From an optimization exercise on the open Yosys and OpenROAD flow, aimed at small area; shortcuts taken in it are not production practice.
Only simulation tests tie the RTL to the original design; equivalence was not proved.
Power and IR drop assume default switching activity.

==> inputs of run F <==
==> flow/design.v <==
module k_wr (input q, nwe, d, we, output y);
assign y = (q & nwe) | (d & we);
endmodule
module k_aoi222 (input a1, a2, b1, b2, c1, c2, output y);
assign y = ~((a1 & a2) | (b1 & b2) | (c1 & c2));
endmodule
module k_aoi2221 (input a1, a2, b1, b2, c1, c2, d, output y);
assign y = ~((a1 & a2) | (b1 & b2) | (c1 & c2) | d);
endmodule
module k_or3n (input an, b, c, output y);
assign y = ~(~an & b & c);
endmodule
module k_a21o (input a1, a2, b1, output y);
assign y = (a1 & a2) | b1;
endmodule
module k_nor2 (input a, b, output y);
assign y = ~(a | b);
endmodule
module k_nand2 (input a, b, output y);
assign y = ~(a & b);
endmodule
module k_or11n (input [10:0] t, output y);
assign y = ~&t;
endmodule
module rd_bit (input [31:1] d, input [31:1] s, output y);
wire [10:0] t;
genvar g;
generate for (g = 0; g < 10; g = g + 1) begin : grp
    k_aoi222 a (.a1(d[3*g+1]), .a2(s[3*g+1]), .b1(d[3*g+2]), .b2(s[3*g+2]),
                .c1(d[3*g+3]), .c2(s[3*g+3]), .y(t[g]));
end endgenerate
k_nand2 n31 (.a(d[31]), .b(s[31]), .y(t[10]));
k_or11n o (.t(t), .y(y));
endmodule
module reg_file (
    input         clk,
    input  [31:1] we,       
    input  [31:1] nwe,      
    input  [31:0] wd,
    input  [31:1] sel1,     
    input  [31:1] sel2,
    output [31:0] rd1,
    output [31:0] rd2
);
genvar i, b;
generate for (i = 1; i < 32; i = i + 1) begin : row
    reg  [31:0] q;
    wire [31:0] nx;
    for (b = 0; b < 32; b = b + 1) begin : col
        k_wr w (.q(q[b]), .nwe(nwe[i]), .d(wd[b]), .we(we[i]), .y(nx[b]));
    end
    always @(posedge clk) q <= nx;
end endgenerate
generate for (b = 0; b < 32; b = b + 1) begin : rbit
    wire [31:1] d;
    for (i = 1; i < 32; i = i + 1) begin : g
        assign d[i] = row[i].q[b];
    end
    rd_bit p1 (.d(d), .s(sel1), .y(rd1[b]));
    rd_bit p2 (.d(d), .s(sel2), .y(rd2[b]));
end endgenerate
endmodule
module bk_add (input [31:0] p0, g0, input cin, output [31:0] s, output cout);
wire [31:0] G [0:5];
wire [31:0] P [0:5];
assign G[0] = {g0[31:1], g0[0] | (p0[0] & cin)};
assign P[0] = p0;
genvar l, i;
generate
for (l = 1; l <= 5; l = l + 1) begin : up
    for (i = 0; i < 32; i = i + 1) begin : n
        if ((i % (1 << l)) == ((1 << l) - 1)) begin : node
            assign G[l][i] = G[l-1][i] | (P[l-1][i] & G[l-1][i-(1<<(l-1))]);
            assign P[l][i] = P[l-1][i] & P[l-1][i-(1<<(l-1))];
        end else begin : pass
            assign G[l][i] = G[l-1][i];
            assign P[l][i] = P[l-1][i];
        end
    end
end
endgenerate
wire [31:0] C [0:4];
assign C[4] = G[5];
generate
for (l = 4; l >= 1; l = l - 1) begin : dn
    for (i = 0; i < 32; i = i + 1) begin : n
        if (((i + 1) % (1 << l)) == (1 << (l - 1)) && i >= (1 << l)) begin : node
            assign C[l-1][i] = C[l][i] | (P[l-1][i] & C[l][i-(1<<(l-1))]);
        end else begin : pass
            assign C[l-1][i] = C[l][i];
        end
    end
end
endgenerate
assign s = p0 ^ {C[0][30:0], cin};
assign cout = C[0][31];
endmodule
module cmp32 (input [31:0] a, b, output lt, eq);
wire [31:0] g0 = ~a & b, e0 = ~(a ^ b);
wire [31:0] G [0:5];
wire [31:0] E [0:5];
assign G[0] = g0;
assign E[0] = e0;
genvar l, i;
generate
for (l = 1; l <= 5; l = l + 1) begin : up
    for (i = 0; i < (32 >> l); i = i + 1) begin : n
        assign G[l][i] = G[l-1][2*i+1] | (E[l-1][2*i+1] & G[l-1][2*i]);
        assign E[l][i] = E[l-1][2*i+1] & E[l-1][2*i];
    end
    for (i = (32 >> l); i < 32; i = i + 1) begin : z
        assign G[l][i] = 1'b0;
        assign E[l][i] = 1'b0;
    end
end
endgenerate
assign lt = G[5][0];
assign eq = E[5][0];
endmodule
module k_mux2i (input a, b, s, output y);
assign y = ~(s ? b : a);
endmodule
module shf32 (input [31:0] x, input left, input [4:0] sh, input fill,
              output [31:0] y);
wire [31:0] s0, s1, s2, s3, s4, s5;
wire fn = ~fill;
genvar i;
generate for (i = 0; i < 32; i = i + 1) begin : b
    k_mux2i m0 (.a(x[i]), .b(x[31-i]), .s(left), .y(s0[i]));                           
    k_mux2i m1 (.a(s0[i]), .b(i + 1 < 32 ? s0[i+1] : fn), .s(sh[0]), .y(s1[i]));       
    k_mux2i m2 (.a(s1[i]), .b(i + 2 < 32 ? s1[i+2] : fill), .s(sh[1]), .y(s2[i]));     
    k_mux2i m3 (.a(s2[i]), .b(i + 4 < 32 ? s2[i+4] : fn), .s(sh[2]), .y(s3[i]));       
    k_mux2i m4 (.a(s3[i]), .b(i + 8 < 32 ? s3[i+8] : fill), .s(sh[3]), .y(s4[i]));     
    k_mux2i m5 (.a(s4[i]), .b(i + 16 < 32 ? s4[i+16] : fn), .s(sh[4]), .y(s5[i]));     
    assign y[i] = s5[i];
end endgenerate
endmodule
module riscv_cpu (
    input         clk, reset,
    output [31:0] PC,
    input  [31:0] Instr,
    output        MemWrite,
    output [31:0] Mem_WrAddr, Mem_WrData,
    input  [31:0] ReadData,
    output [31:0] Result
);
wire b2 = Instr[2], b3 = Instr[3], b4 = Instr[4], b5 = Instr[5], b6 = Instr[6];
wire [2:0] f3 = Instr[14:12];
wire isJ    = b6 & b3;               
wire isJR   = b6 & b2 & ~b3;         
wire isBr   = b6 & ~b2;              
wire isU    = ~b6 & b2;              
wire isAUI  = isU & ~b5;
wire isSt   = ~b6 & ~b4 & b5;        
wire isAlu  = ~b6 & b4 & ~b2;        
wire isOp   = isAlu & b5;            
assign MemWrite = isSt;
wire regWrite = ~(isBr | isSt);
reg [31:1] pcq;
assign PC = {pcq, 1'b0};
wire [4:0] rs1 = Instr[19:15], rs2 = Instr[24:20], rd = Instr[11:7];
wire [31:1] sel1, sel2, we, nwe;
genvar g;
wire [3:0] a_lo_n, b_lo_n, d_lo, d_lo_n;
wire [7:0] a_hi_n, b_hi_n, d_hi, d_hi_n;
generate for (g = 0; g < 4; g = g + 1) begin : plo
    assign a_lo_n[g] = ~(rs1[1:0] == g);
    assign b_lo_n[g] = ~(rs2[1:0] == g);
    assign d_lo[g]   = (rd[1:0] == g);
    assign d_lo_n[g] = ~d_lo[g];
end endgenerate
generate for (g = 0; g < 8; g = g + 1) begin : phi
    assign a_hi_n[g] = ~(rs1[4:2] == g);
    assign b_hi_n[g] = ~(rs2[4:2] == g);
    assign d_hi[g]   = (rd[4:2] == g) & regWrite;
    assign d_hi_n[g] = ~d_hi[g];
end endgenerate
generate for (g = 1; g < 32; g = g + 1) begin : dec
    k_nor2  s1 (.a(a_lo_n[g%4]), .b(a_hi_n[g/4]), .y(sel1[g]));
    k_nor2  s2 (.a(b_lo_n[g%4]), .b(b_hi_n[g/4]), .y(sel2[g]));
    k_nor2  w  (.a(d_lo_n[g%4]), .b(d_hi_n[g/4]), .y(we[g]));
    k_nand2 nw (.a(d_lo[g%4]),   .b(d_hi[g/4]),   .y(nwe[g]));
end endgenerate
wire [31:0] r1, r2;
wire [31:0] wd;
reg_file rf (.clk(clk), .we(we), .nwe(nwe), .wd(wd), .sel1(sel1), .sel2(sel2), .rd1(r1), .rd2(r2));
wire i31 = Instr[31];
reg [31:0] imm;
always @(*) begin
    if (isU)       imm = {Instr[31:12], 12'b0};
    else if (isJ)  imm = {{12{i31}}, Instr[19:12], Instr[20], Instr[30:21], 1'b0};
    else if (isBr) imm = {{20{i31}}, Instr[7], Instr[30:25], Instr[11:8], 1'b0};
    else if (isSt) imm = {{20{i31}}, Instr[31:25], Instr[11:7]};
    else           imm = {{20{i31}}, Instr[31:20]};
end
wire usePC = isBr | isJ | isAUI;
wire useR1 = ~(isU | isJ | isBr);            
wire [31:0] A = ({32{usePC}} & PC) | ({32{useR1}} & r1);
wire [31:0] immz = isOp ? 32'b0 : imm;
wire [31:0] srcB;
generate for (g = 0; g < 32; g = g + 1) begin : sb
    k_a21o m (.a1(r2[g]), .a2(isOp), .b1(immz[g]), .y(srcB[g]));
end endgenerate
wire sub = isAlu & (((f3[2:1] == 2'b01)) | (isOp & (f3 == 3'b000) & Instr[30]));
wire [31:0] Bx = srcB ^ {32{sub}};
wire [31:0] pg = A & Bx;      
wire [31:0] pp = A ^ Bx;      
wire [31:0] sum;
wire cout;
bk_add add (.p0(pp), .g0(pg), .cin(sub), .s(sum), .cout(cout));
wire ltu_s = ~cout;
wire lt_s  = (A[31] ^ srcB[31]) ? A[31] : ltu_s;    
wire slt   = f3[0] ? ltu_s : lt_s;
wire left = ~f3[2];
wire fill = Instr[30] & r1[31] & ~left;
wire [31:0] shR, shL;
wire [4:0] shamt;
generate for (g = 0; g < 5; g = g + 1) begin : sa
    k_a21o m (.a1(r2[g]), .a2(isOp), .b1(immz[g]), .y(shamt[g]));
end endgenerate
shf32 shf (.x(r1), .left(left), .sh(shamt), .fill(fill), .y(shR));
generate for (g = 0; g < 32; g = g + 1) begin : shl
    assign shL[g] = shR[31-g];
end endgenerate
wire ltu, eq;
cmp32 cmp (.a(r1), .b(r2), .lt(ltu), .eq(eq));
wire lt = (r1[31] ^ r2[31]) ? r1[31] : ltu;
reg take;
always @(*) begin
    case ({f3[2], f3[1]})
        2'b00: take = eq;
        2'b10: take = lt;
        2'b11: take = ltu;
        default: take = 1'bx;
    endcase
    take = take ^ f3[0];
end
wire [31:2] pc4;
wire [31:2] c4;
assign c4[2] = 1'b1;
generate for (g = 3; g < 32; g = g + 1) begin : inc
    assign c4[g] = c4[g-1] & pcq[g-1];
end endgenerate
assign pc4 = pcq[31:2] ^ c4;
wire [31:0] pcPlus4 = {pc4, pcq[1], 1'b0};
wire aluSum = isU | (isAlu & (f3 == 3'b000));
wire aluSR  = isAlu & (f3 == 3'b101);
wire aluSL  = isAlu & (f3 == 3'b001);
wire aluSlt = isAlu & (f3[2:1] == 2'b01);
wire aluX   = isAlu & f3[2] & ~f3[0];       
wire aluG   = isAlu & f3[2] & f3[1];        
wire link   = isJ | isJR;
wire [31:0] t1, t2;
generate for (g = 0; g < 32; g = g + 1) begin : res
    k_aoi222 a1 (.a1(sum[g]), .a2(aluSum), .b1(pp[g]), .b2(aluX), .c1(pg[g]), .c2(aluG), .y(t1[g]));
    if (g == 0) begin : b0
        k_aoi2221 a2 (.a1(shR[g]), .a2(aluSR), .b1(shL[g]), .b2(aluSL), .c1(pcPlus4[g]), .c2(link),
                      .d(aluSlt & slt), .y(t2[g]));
    end else begin : bn
        k_aoi222 a2 (.a1(shR[g]), .a2(aluSR), .b1(shL[g]), .b2(aluSL), .c1(pcPlus4[g]), .c2(link), .y(t2[g]));
    end
    k_or3n o (.an(ReadData[g]), .b(t1[g]), .c(t2[g]), .y(Result[g]));
    k_or3n w (.an(ReadData[g]), .b(t1[g]), .c(t2[g]), .y(wd[g]));
end endgenerate
assign Mem_WrAddr = sum;
assign Mem_WrData = r2;
wire jump = isJ | isJR | (isBr & take);
wire njump = ~jump;
wire [31:1] pcSeq = {pc4, pcq[1]};
wire [31:1] pcNext;
generate for (g = 1; g < 32; g = g + 1) begin : np
    k_wr m (.q(pcSeq[g]), .nwe(njump), .d(sum[g]), .we(jump), .y(pcNext[g]));
end endgenerate
always @(posedge clk or posedge reset)
    if (reset) pcq <= 31'b0;
    else       pcq <= pcNext;
endmodule
==> flow/flow/run.sh <==
#!/bin/bash
# Layout flow: the standard flow (standard.sh) with the standard synthesis
# unchanged; after synthesis two changes:
#  - placement, CTS and routing may not use buffers or inverters larger than
#    size 4, nor the delay cells, so port and repair buffers are small cells;
#  - CTS inserts no dummy loads.
# Each make run's full output goes to its own log here; ORFS's own logs are
# under orfs/logs.
set -euo pipefail
cd "$(dirname "$0")/.."
PLATFORM_DONT_USE=$(sed -n '/export DONT_USE_CELLS/,/[^\\]$/p' "$FLOW_HOME/platforms/$FLOW_PLATFORM/config.mk" \
  | grep -o 'sky130_fd_sc_hd__[A-Za-z0-9_]*' | tr '\n' ' ')
EXTRA=""
for c in buf_6 buf_8 buf_12 buf_16 bufbuf_8 bufbuf_16 bufinv_8 bufinv_16 \
         inv_6 inv_8 inv_12 inv_16 clkinv_8 clkinv_16 clkinvlp_4 clkbuf_16 \
         clkdlybuf4s15_1 clkdlybuf4s15_2 clkdlybuf4s18_1 clkdlybuf4s18_2 \
         clkdlybuf4s25_1 clkdlybuf4s25_2 clkdlybuf4s50_1 clkdlybuf4s50_2 dlygate4sd1_1 dlygate4sd2_1 \
         dlygate4sd3_1 dlymetal6s2s_1 dlymetal6s4s_1 dlymetal6s6s_1; do
  EXTRA="$EXTRA sky130_fd_sc_hd__$c"
done
CTS="-sink_clustering_enable -repair_clock_nets -sink_clustering_size 16 -sink_clustering_max_diameter 80"
CTS="$CTS -buf_list sky130_fd_sc_hd__clkbuf_8 -dont_use_dummy_load"
# 1. the standard synthesis, unchanged
bash standard.sh synth > synth.log 2>&1
# 2. the rest of the standard flow with the changes above
bash standard.sh "DONT_USE_CELLS=$PLATFORM_DONT_USE $EXTRA" "CTS_ARGS=$CTS" finish > layout.log 2>&1
==> flow/standard.sh <==
#!/bin/bash
# synth_recipe.tcl (not shown) runs the flow's synth.tcl, then flattens the netlist and writes it again
# the make line also repeats each setting of config.mk as NAME=value (left out here)
make -C /OpenROAD-flow-scripts/flow DESIGN_CONFIG=/design/flow/config.mk WORK_HOME=/design/flow/orfs CLKGATE_MAP_FILE= SYNTH_SCRIPT=/design/flow/synth_recipe.tcl "${@:-finish}"
==> flow/config.mk <==
export PLATFORM = sky130hd
export DESIGN_NAME = riscv_cpu
export DESIGN_NICKNAME = riscv_cpu
export VERILOG_FILES = /design/flow/design.v
export SDC_FILE = /design/flow/constraint.sdc
export NUM_CORES = 4
export LEC_CHECK = 0
export CAP_MARGIN = 20
export CORE_MARGIN = 2
export CORE_UTILIZATION = 50
export GPL_TIMING_DRIVEN = 0
export SETUP_SLACK_MARGIN = 0.5
export SLEW_MARGIN = 20
export SYNTH_HIERARCHICAL = 1
export SYNTH_MINIMUM_KEEP_SIZE = 0
==> flow/constraint.sdc <==
create_clock -name core_clock -period 12.0 [get_ports {clk}]
set_input_delay 2.4000 -clock core_clock [delete_from_list [all_inputs] [get_ports {clk}]]
set_output_delay 2.4000 -clock core_clock [all_outputs]
set_load 0.01 [all_outputs]
==> inputs of run C, as changes to run F <==
- CAP_MARGIN: 20 -> 0
- CORE_UTILIZATION: 50 -> 55
- SLEW_MARGIN: 20 -> 0
==> results.txt <==
quantity	run F	run C
Endpoint arrival time on the critical path	8960 ps	9060 ps
Maxcap violations	0	1
Net count of the finished layout	4,717	4,639
Fin worst setup slack	640 ps	538 ps
Count of standard-cell rows	111	105
First-pass GRT wire length	318 mm	307 mm
Endpoint of the worst setup timing path	Result[23]	Result[27]
Effective utilization at floorplan	50.2%	55.7%
Met2 layer usage reported by global route	66.5%	68.2%
Maximum cell stage delay along the critical path	520 ps	630 ps
Proportion of power drawn by flip-flops and latches	50.1%	50.5%
Peak clock frequency supported by timing	88.0 MHz	87.2 MHz
Met1 Routed Length	84.2 mm	77.3 mm
Run status	finished clean	failed layout checks
Layout check failures	-	capacitance limit, slew limit
Final Max Slew Viols	0	33
Tot GR Track Use	46.4%	48.7%
Terminating pin of the worst hold path	rf.row[22].q[16]$_DFF_P_	rf.row[22].q[23]$_DFF_P_
Reported sequential group power	5.40 mW	5.39 mW

==> separate check: timing with driven ports <==
Ports are ideal in the flow. The routed layouts listed here were re-timed in OpenROAD.
Step 1: set_driving_cell puts a clkbuf_16 on clk and a buf_2 on each other input, an assumption about the parent block.
Step 2 moves the port delays by t, midway between the first and last clock arrival at a register: inputs arrive t later, outputs are due t later. That takes back most of the time a late clock gives input paths.
a / b / c = ideal ports / drivers / drivers and shift; a / b = the first two.
| run | t (ns) | slack for setup (ns) | hold slack, ns | pins driven straight from the clock port |
|---|---|---|---|---|
| run F | 0.844 | 0.640 / 0.460 / 0.460 | 0.519 / 0.519 / 0.519 | 1 |
| run C | 0.802 | 0.538 / 0.425 / 0.425 | 0.515 / 0.515 / 0.515 | 1 |
For run F, which loses most, drivers alone change the setup slack by -0.180 ns; drivers and shift together by -0.180 ns.
